What follows belongs to an exercise in optimizing a design on an open flow for small area; a production flow would make more cautious choices. In this exercise RTL edits were held to simulation tests only and were not proved equivalent to the original. No driver is modelled on the clock port, so clock power and skew are understated where the tree is cut down; a real chip needs a root buffer or a tree. Power and IR drop assume default switching activity.

==> run D: inputs <==
==> flow/design.v (excerpt) <==
module mastermind(
    input clk,
    input rst,
    input enterA,
    input enterB,
    input [2:0] letterIn,
    output [7:0] LEDX,
    output [6:0] SSD3,
    output [6:0] SSD2,
    output [6:0] SSD1,
    output [6:0] SSD0
);
    localparam [4:0] START = 5'b00000, SS = 5'b00001, SAP = 5'b00010, SBL = 5'b00011,
                     ER = 5'b00101, SAB = 5'b00110,
                     CHK = 5'b01000, WN = 5'b01001, SC = 5'b01100,
                     MI1 = 5'b10000, BI1 = 5'b11000;
    reg [4:0] s, ns;
    reg cm;                     
    reg [2:0] c3, c2, c1, c0;   
    reg [2:0] g3, g2, g1;       
    reg [2:0] xm, pm;           
    reg sa, sb;                 
    reg l1, l0;                 
    wire E  = s[4];             
    wire Bk = s[4] & s[3];      
    wire Mk = s[4] & ~s[3];     
    wire I  = ~s[4] & ~s[3];    
    wire X  = ~s[4] & s[3];     
    wire [1:0] p = s[1:0];
    wire SCs = X & s[2];
    wire FB  = X & ~s[2];       
    wire [6:0] cnt = {g1[2], g2, g3};
    wire tc = cnt[6] & cnt[5] & cnt[2];           
    wire disp = (I & (s[2] | s[1] | s[0])) | SCs;
    wire pA = enterA, pB = enterB;
    wire rp = (s[3] ^ cm) ? pB : pA;              
    wire bp = cm ? pA : pB;                       
    wire lnz = |letterIn;
    wire allm = xm[2] & xm[1] & xm[0] & g1[1];
    wire go = l1 | l0;                            
    wire last = ~l0;
    wire winA = cm ^ s[0];                        
    wire e3 = letterIn == c3;
    wire e2 = letterIn == c2;
    wire e1 = letterIn == c1;
    wire e0 = letterIn == c0;
    wire pres = e3 | e2 | e1 | e0;
    always @(*) begin
        ns = s;
        if (E) begin
            if (rp & lnz) begin
                if (p == 2'd3) ns = s[3] ? CHK : SAB;
                else ns = {s[4:2], p + 2'd1};
            end
        end else if (I) begin
            case (s[2:0])
                3'b000: if (pA | pB) ns = SS;
                3'b001: if (tc) ns = SAP;
                3'b010: if (tc) ns = MI1;
                3'b110: if (tc) ns = SBL;
                3'b011: if (tc) ns = BI1;
                3'b101: if (tc) ns = go ? START : SAP;
                default: ns = START;
            endcase
        end else begin
            case (s[2:0])
                3'b000: if (!allm) ns = WN; else if (bp) ns = ER;
                3'b001: if (bp) ns = last ? SC : SBL;
  ...
==> flow/config.mk <==
export PLATFORM = sky130hd
export DESIGN_NAME = mastermind
export DESIGN_NICKNAME = mastermind
export VERILOG_FILES = /design/flow/design.v
export SDC_FILE = /design/flow/constraint.sdc
export NUM_CORES = 4
export LEC_CHECK = 0
export CAP_MARGIN = 20
export CORE_MARGIN = 2
export CORE_UTILIZATION = 70
export SLEW_MARGIN = 20
==> flow/constraint.sdc <==
create_clock -name core_clock -period 10.0 [get_ports {clk}]
set_input_delay 2.0000 -clock core_clock [delete_from_list [all_inputs] [get_ports {clk}]]
set_output_delay 2.0000 -clock core_clock [all_outputs]
set_load 0.01 [all_outputs]
standard.sh (not shown) runs the stock make flow with config.mk's settings and CLKGATE_MAP_FILE= SYNTH_SCRIPT=/design/flow/synth_recipe.tcl, a recipe that flattens the netlist after the stock synthesis.
==> flow/flow/run.sh <==
#!/bin/bash
# Own layout flow: the standard flow (standard.sh) with
#  - synthesis through flow/synth.tcl: the same registers as the standard synthesis;
#    the logic is mapped by a deeper, area-oriented ABC script (flow/abc.script), and
#    adders are left to ABC (no ADDER_MAP_FILE),
#  - port buffers made with the smallest buffer cell (sky130_fd_sc_hd__buf_1),
#  - a flat clock tree: the clock port drives three clock buffers, each at the centre
#    of a cluster of registers (flow/pre_cts.tcl), instead of TritonCTS's H-tree.
# make's output (every tool's) goes to make.log here; ORFS's per-step logs are in orfs/logs/.
set -euo pipefail
HERE=$(pwd)
bash standard.sh SYNTH_SCRIPT=$HERE/flow/synth.tcl ADDER_MAP_FILE= \
  "BUFFER_PORTS_ARGS=-buffer_cell sky130_fd_sc_hd__buf_1" \
  PRE_CTS_TCL=$HERE/flow/pre_cts.tcl CLK_BUF_CELL=sky130_fd_sc_hd__clkbuf_8 CLK_CLUSTERS=3 \
  finish > $HERE/make.log 2>&1
==> flow/flow/pre_cts.tcl <==
# Clock tree: the design has few registers, so the clock port drives a few clock
# buffers directly (at most CLK_CLUSTERS, each at the centre of a cluster of
# registers) and TritonCTS, which builds a deeper H-tree, is skipped.
set cts_cell $::env(CLK_BUF_CELL)
set k $::env(CLK_CLUSTERS)
set blk [ord::get_db_block]
set dbu [$blk getDefUnits]
set clk_net [$blk findNet clk]
set pts {}
foreach it [$clk_net getITerms] {
  set bb [[$it getInst] getBBox]
  lappend pts [list [expr {([$bb xMin] + [$bb xMax]) / 2.0 / $dbu}] \
                    [expr {([$bb yMin] + [$bb yMax]) / 2.0 / $dbu}] \
                    "[[$it getInst] getName]/[[$it getMTerm] getName]"]
}
# k-means, seeded along the x then y extent
set sorted [lsort -real -index 0 $pts]
set n [llength $sorted]
set cents {}
for {set c 0} {$c < $k} {incr c} {
  set p [lindex $sorted [expr {int(($c + 0.5) * $n / $k)}]]
  lappend cents [list [lindex $p 0] [lindex $p 1]]
}
for {set iter 0} {$iter < 50} {incr iter} {
  set sums {}
  for {set c 0} {$c < $k} {incr c} { lappend sums [list 0.0 0.0 0] }
  set assign {}
  foreach p $pts {
    set best 0; set bd 1e30
    for {set c 0} {$c < $k} {incr c} {
      set d [expr {abs([lindex $p 0] - [lindex $cents $c 0]) + abs([lindex $p 1] - [lindex $cents $c 1])}]
      if {$d < $bd} { set bd $d; set best $c }
    }
    lappend assign $best
    set s [lindex $sums $best]
    lset sums $best [list [expr {[lindex $s 0] + [lindex $p 0]}] [expr {[lindex $s 1] + [lindex $p 1]}] [expr {[lindex $s 2] + 1}]]
  }
  for {set c 0} {$c < $k} {incr c} {
    set s [lindex $sums $c]
    if {[lindex $s 2] > 0} { lset cents $c [list [expr {[lindex $s 0] / [lindex $s 2]}] [expr {[lindex $s 1] / [lindex $s 2]}]] }
  }
}
for {set c 0} {$c < $k} {incr c} {
  set loads {}
  foreach p $pts a $assign { if {$a == $c} { lappend loads [get_pins [lindex $p 2]] } }
  if {[llength $loads] == 0} continue
  puts "clock buffer $c: $cts_cell, [llength $loads] registers, at [lindex $cents $c]"
  insert_buffer -buffer_cell $cts_cell -net clk -load_pins $loads -location [lindex $cents $c] \
    -buffer_name clkbuf_leaf_$c -net_name clk_leaf_$c
}
foreach it [$clk_net getITerms] {
  set cnet [[[$it getInst] findITerm X] getNet]
  $cnet setSigType CLOCK
  puts "[[$it getInst] getName] drives [expr {[llength [$cnet getITerms]] - 1}] pins"
}
rename clock_tree_synthesis __orfs_clock_tree_synthesis
proc clock_tree_synthesis {args} { puts "clock_tree_synthesis skipped: clock buffers inserted before" }
Other scripts of this flow, unchanged in this note and not shown: flow/flow/abc.script, flow/flow/synth.tcl
==> run E: changes against run D <==
==> flow/design.v (replaced) <==
module mastermind(
    input clk,
    input rst,
    input enterA,
    input enterB,
    input [2:0] letterIn,
    output [7:0] LEDX,
    output [6:0] SSD3,
    output [6:0] SSD2,
    output [6:0] SSD1,
    output [6:0] SSD0
);
    localparam [4:0] START = 5'b00000, SS = 5'b00001, SAP = 5'b00010, SBL = 5'b00011,
                     ER = 5'b00101, SAB = 5'b00110,
                     CHK = 5'b01000, WN = 5'b01001, SC = 5'b01100,
                     MI1 = 5'b10000, BI1 = 5'b11000;
    reg [4:0] s, ns;
    reg cm;                     
    reg [2:0] c3, c2, c1, c0;   
    reg [2:0] g3, g2, g1;       
    reg [2:0] xm, pm;           
    reg a1, a0, b1, b0;         
    reg l1, l0;                 
    wire E  = s[4];             
    wire Bk = s[4] & s[3];      
    wire Mk = s[4] & ~s[3];     
    wire I  = ~s[4] & ~s[3];    
    wire X  = ~s[4] & s[3];     
    wire [1:0] p = s[1:0];
    wire SCs = X & s[2];
    wire FB  = X & ~s[2];       
    wire [6:0] cnt = {g1[2], g2, g3};
    wire tc = cnt[6] & cnt[5] & cnt[2];           
    wire disp = (I & (s[2] | s[1] | s[0])) | SCs;
    wire pA = enterA, pB = enterB;
    wire rp = (s[3] ^ cm) ? pB : pA;              
    wire bp = cm ? pA : pB;                       
    wire lnz = |letterIn;
    wire allm = xm[2] & xm[1] & xm[0] & g1[1];
    wire go = a1 | b1;
    wire last = ~l0;
    wire e3 = letterIn == c3;
    wire e2 = letterIn == c2;
    wire e1 = letterIn == c1;
    wire e0 = letterIn == c0;
    wire pres = e3 | e2 | e1 | e0;
    always @(*) begin
        ns = s;
        if (E) begin
            if (rp & lnz) begin
                if (p == 2'd3) ns = s[3] ? CHK : SAB;
                else ns = {s[4:2], p + 2'd1};
            end
        end else if (I) begin
            case (s[2:0])
                3'b000: if (pA | pB) ns = SS;
                3'b001: if (tc) ns = SAP;
                3'b010: if (tc) ns = MI1;
                3'b110: if (tc) ns = SBL;
                3'b011: if (tc) ns = BI1;
                3'b101: if (tc) ns = go ? START : SAP;
                default: ns = START;
            endcase
        end else begin
            case (s[2:0])
                3'b000: if (!allm) ns = WN; else if (bp) ns = ER;
                3'b001: if (bp) ns = last ? SC : SBL;
                3'b100: if (tc) ns = ER;
                default: ns = START;
            endcase
        end
    end
    always @(posedge clk or negedge rst)
        if (!rst) s <= START;
        else s <= ns;
    wire [6:0] cnt_n = tc ? 7'd0 : cnt + 7'd1;
    always @(posedge clk) begin
        if (s == START) cm <= ~pA;
        else if (s == ER && tc && !go) cm <= ~cm;
        if (Mk && p == 2'd0) c3 <= letterIn;
        if (Mk && p == 2'd1) c2 <= letterIn;
        if (Mk && p == 2'd2) c1 <= letterIn;
        if (Mk && p == 2'd3) c0 <= letterIn;
        if (disp) {g1[2], g2, g3} <= cnt_n;
        else if (Bk) begin
            if (p == 2'd0) g3 <= letterIn;
            if (p == 2'd1) g2 <= letterIn;
            if (p == 2'd2) g1[2] <= letterIn[2];
        end
        else {g1[2], g2, g3} <= 7'd0;
        if (Bk && p == 2'd2) g1[1:0] <= letterIn[1:0];
        if (Bk && p == 2'd3 && rp && lnz) g1[1:0] <= {e0, pres};
        if (Bk && p == 2'd0) begin xm[2] <= e3; pm[2] <= pres; end
        if (Bk && p == 2'd1) begin xm[1] <= e2; pm[1] <= pres; end
        if (Bk && p == 2'd2) begin xm[0] <= e1; pm[0] <= pres; end
        if (s == START) begin a1 <= 1'b0; a0 <= 1'b0; b1 <= 1'b0; b0 <= 1'b0; end
        else if ((s == CHK && allm && bp && !cm) || (s == WN && bp && last && cm)) begin
            b1 <= b0; b0 <= 1'b1;
        end
        else if ((s == CHK && allm && bp && cm) || (s == WN && bp && last && !cm)) begin
            a1 <= a0; a0 <= 1'b1;
        end
        if (Bk || s == SBL || FB) begin
            if (s == WN && bp) begin l1 <= 1'b0; l0 <= l1; end
        end
        else begin l1 <= 1'b1; l0 <= 1'b1; end
    end
    function [6:0] let7;
        input [2:0] l;
        case (l)
            3'd1: let7 = 7'b0001000;  
            3'd2: let7 = 7'b1000110;  
            3'd3: let7 = 7'b0000110;  
            3'd4: let7 = 7'b0001110;  
            3'd5: let7 = 7'b0001001;  
            3'd6: let7 = 7'b1000111;  
            3'd7: let7 = 7'b1000001;  
            default: let7 = 7'b1111111;
        endcase
    endfunction
    function [6:0] dig7;
        input one, two;
        dig7 = two ? 7'b0100100 : one ? 7'b1111001 : 7'b1000000;
    endfunction
    wire blankI = tc & s[0] & (s[1] | s[2]);      
    wire [2:0] src3 = ({3{E & p == 2'd0}} & letterIn) | ({3{Bk & p != 2'd0}} & g3) | ({3{SCs}} & c3);
    wire [2:0] src2 = ({3{E & p == 2'd1}} & letterIn) | ({3{Bk & p[1]}} & g2) | ({3{SCs}} & c2);
    wire [2:0] src1 = ({3{E & p == 2'd2}} & letterIn) | ({3{Bk & p == 2'd3}} & g1) | ({3{SCs}} & c1);
    wire [2:0] src0 = ({3{E & p == 2'd3}} & letterIn) | ({3{SCs}} & c0);
    wire [6:0] l3 = let7(src3), l2 = let7(src2), l1d = let7(src1), l0d = let7(src0);
    reg [6:0] i2, i0;
    always @(*) begin
        case (s[2:0])
            3'b000:  begin i2 = 7'b0001000; i0 = 7'b0000011; end              
            3'b010:  begin i2 = 7'b0001100; i0 = cm ? 7'b0000011 : 7'b0001000; end   
            3'b110:  begin i2 = 7'b0001100; i0 = cm ? 7'b0001000 : 7'b0000011; end   
            3'b011:  begin i2 = 7'b1000111;                                   
                           i0 = l1 ? 7'b0110000 : l0 ? 7'b0100100 : 7'b1111001; end
            default: begin i2 = dig7(a0, a1); i0 = dig7(b0, b1); end          
        endcase
    end
    wire dash3 = Mk & p != 2'd0;
    wire dash2 = Mk & p[1];
    wire dash1 = (Mk & p == 2'd3) | (I & ~blankI);
    assign SSD3 = {l3[6] & ~dash3, l3[5:0]};
    assign SSD2 = (I & ~blankI) ? i2 : {l2[6] & ~dash2, l2[5:0]};
    assign SSD1 = {l1d[6] & ~dash1, l1d[5:0]};
    assign SSD0 = (I & ~blankI) ? i0 : l0d;
    wire blink = I & s[0] & ~s[1] & go & cnt[3];
    assign LEDX = ({8{FB}} & {xm[2], pm[2], xm[1], pm[1], xm[0], pm[0], g1[1], g1[0]}) | {8{blink}};
endmodule
==> flow/flow/run.sh (replaced) <==
#!/bin/bash
# Own layout flow: the standard flow (standard.sh) with
#  - synthesis through flow/synth.tcl (the same registers; a deeper, area-oriented ABC
#    script maps the logic),
#  - port buffers made with the smallest buffer cell (sky130_fd_sc_hd__buf_1),
#  - a flat clock tree: the clock port drives four clock buffers, each at the centre of
#    a cluster of registers (flow/pre_cts.tcl), instead of TritonCTS's H-tree.
# make's output (every tool's) goes to make.log here; ORFS's per-step logs are in orfs/logs/.
set -euo pipefail
HERE=$(pwd)
bash standard.sh SYNTH_SCRIPT=$HERE/flow/synth.tcl \
  "BUFFER_PORTS_ARGS=-buffer_cell sky130_fd_sc_hd__buf_1" \
  PRE_CTS_TCL=$HERE/flow/pre_cts.tcl CLK_BUF_CELL=sky130_fd_sc_hd__clkbuf_4 CLK_CLUSTERS=4 \
  finish > $HERE/make.log 2>&1
CORE_UTILIZATION = 60   (was 70)
==> results.cfg <==
[final_layout]
seq_area_frac = 0.382

[power_and_ir_drop]
pwr-share-comb = 0.563
powerClk_mw = 0.0570
p_clk_frac = 0.071

[critical_path]
crit_chain = buf_1 -> a32o_1 -> a21oi_1 -> clkinv_1 -> nor3_1 -> nand2b_1 -> buf_1
slowest_delay_ns = 0.39
cp-endpoint = SSD1[0]
reg2reg_to = a1$_SDFFE_PN0P_

[synth]
yosys.area_share.adder = 0.0287
synthXorXnorAreaFrac = 0.0470
muxShareOfSynthArea = 0.0158
synth_top_family_by_area = compound AO/OA/AOI/OAI gates
syn_inst = 295

[status]
status = complete, no violations

[sta]
finClkSkew_ns = 0.0286

[floorplan]
die_h_um = 70.0
The numbers above come from run E.

==> results.cfg <==
[critical_path]
crit_chain = buf_1 -> nand2_1 -> o21ai_0 -> clkinv_1 -> o21ai_0 -> nand2_1 -> o21a_1 -> o311ai_0 -> buf_1
reg2reg_to = s[1]$_DFFE_PN0P_
slowest_delay_ns = 0.55
cp-endpoint = SSD2[0]

[floorplan]
die_h_um = 62.9

[synth]
yosys.area_share.adder = 0
synthXorXnorAreaFrac = 0.0577
syn_inst = 275

[status]
status = complete, no violations

[power_and_ir_drop]
pwr-share-comb = 0.533
p_clk_frac = 0.092

[sta]
finClkSkew_ns = 0.0285
The numbers above come from run D.

No run of this note takes its clock network from TritonCTS; it comes from the design's own scripts or RTL.

re-timing with driven ports:
The flow's constraints put no driver on any port. The routed layouts listed below were extracted and timed again, unchanged, in two steps.
Step 1 (the two cells are an assumption about what drives the block):
set clk [get_ports {clk}]
set_driving_cell -lib_cell sky130_fd_sc_hd__clkbuf_16 $clk
set_driving_cell -lib_cell sky130_fd_sc_hd__buf_2 [delete_from_list [all_inputs] $clk]
Step 2, shift: input delay + t, output delay - t, t = (earliest + latest rising clock arrival at the registers) / 2. This alone moves slack from input paths to output paths.
a / b / c = no drivers / after step 1 / after step 2; a / b = the first two.
| run | t, ns | setup WS [ns] | worst data-port slew with drivers (ns) |
|---|---|---|---|
| run D | 0.189 | 3.717 / 3.691 / 3.691 | 0.03 |
| run E | 0.210 | 4.405 / 4.382 / 4.382 | 0.03 |
After both steps setup and hold are still met in every run listed. For run D, which loses most, drivers alone change the setup slack by -0.026 ns; drivers and shift together by -0.026 ns.
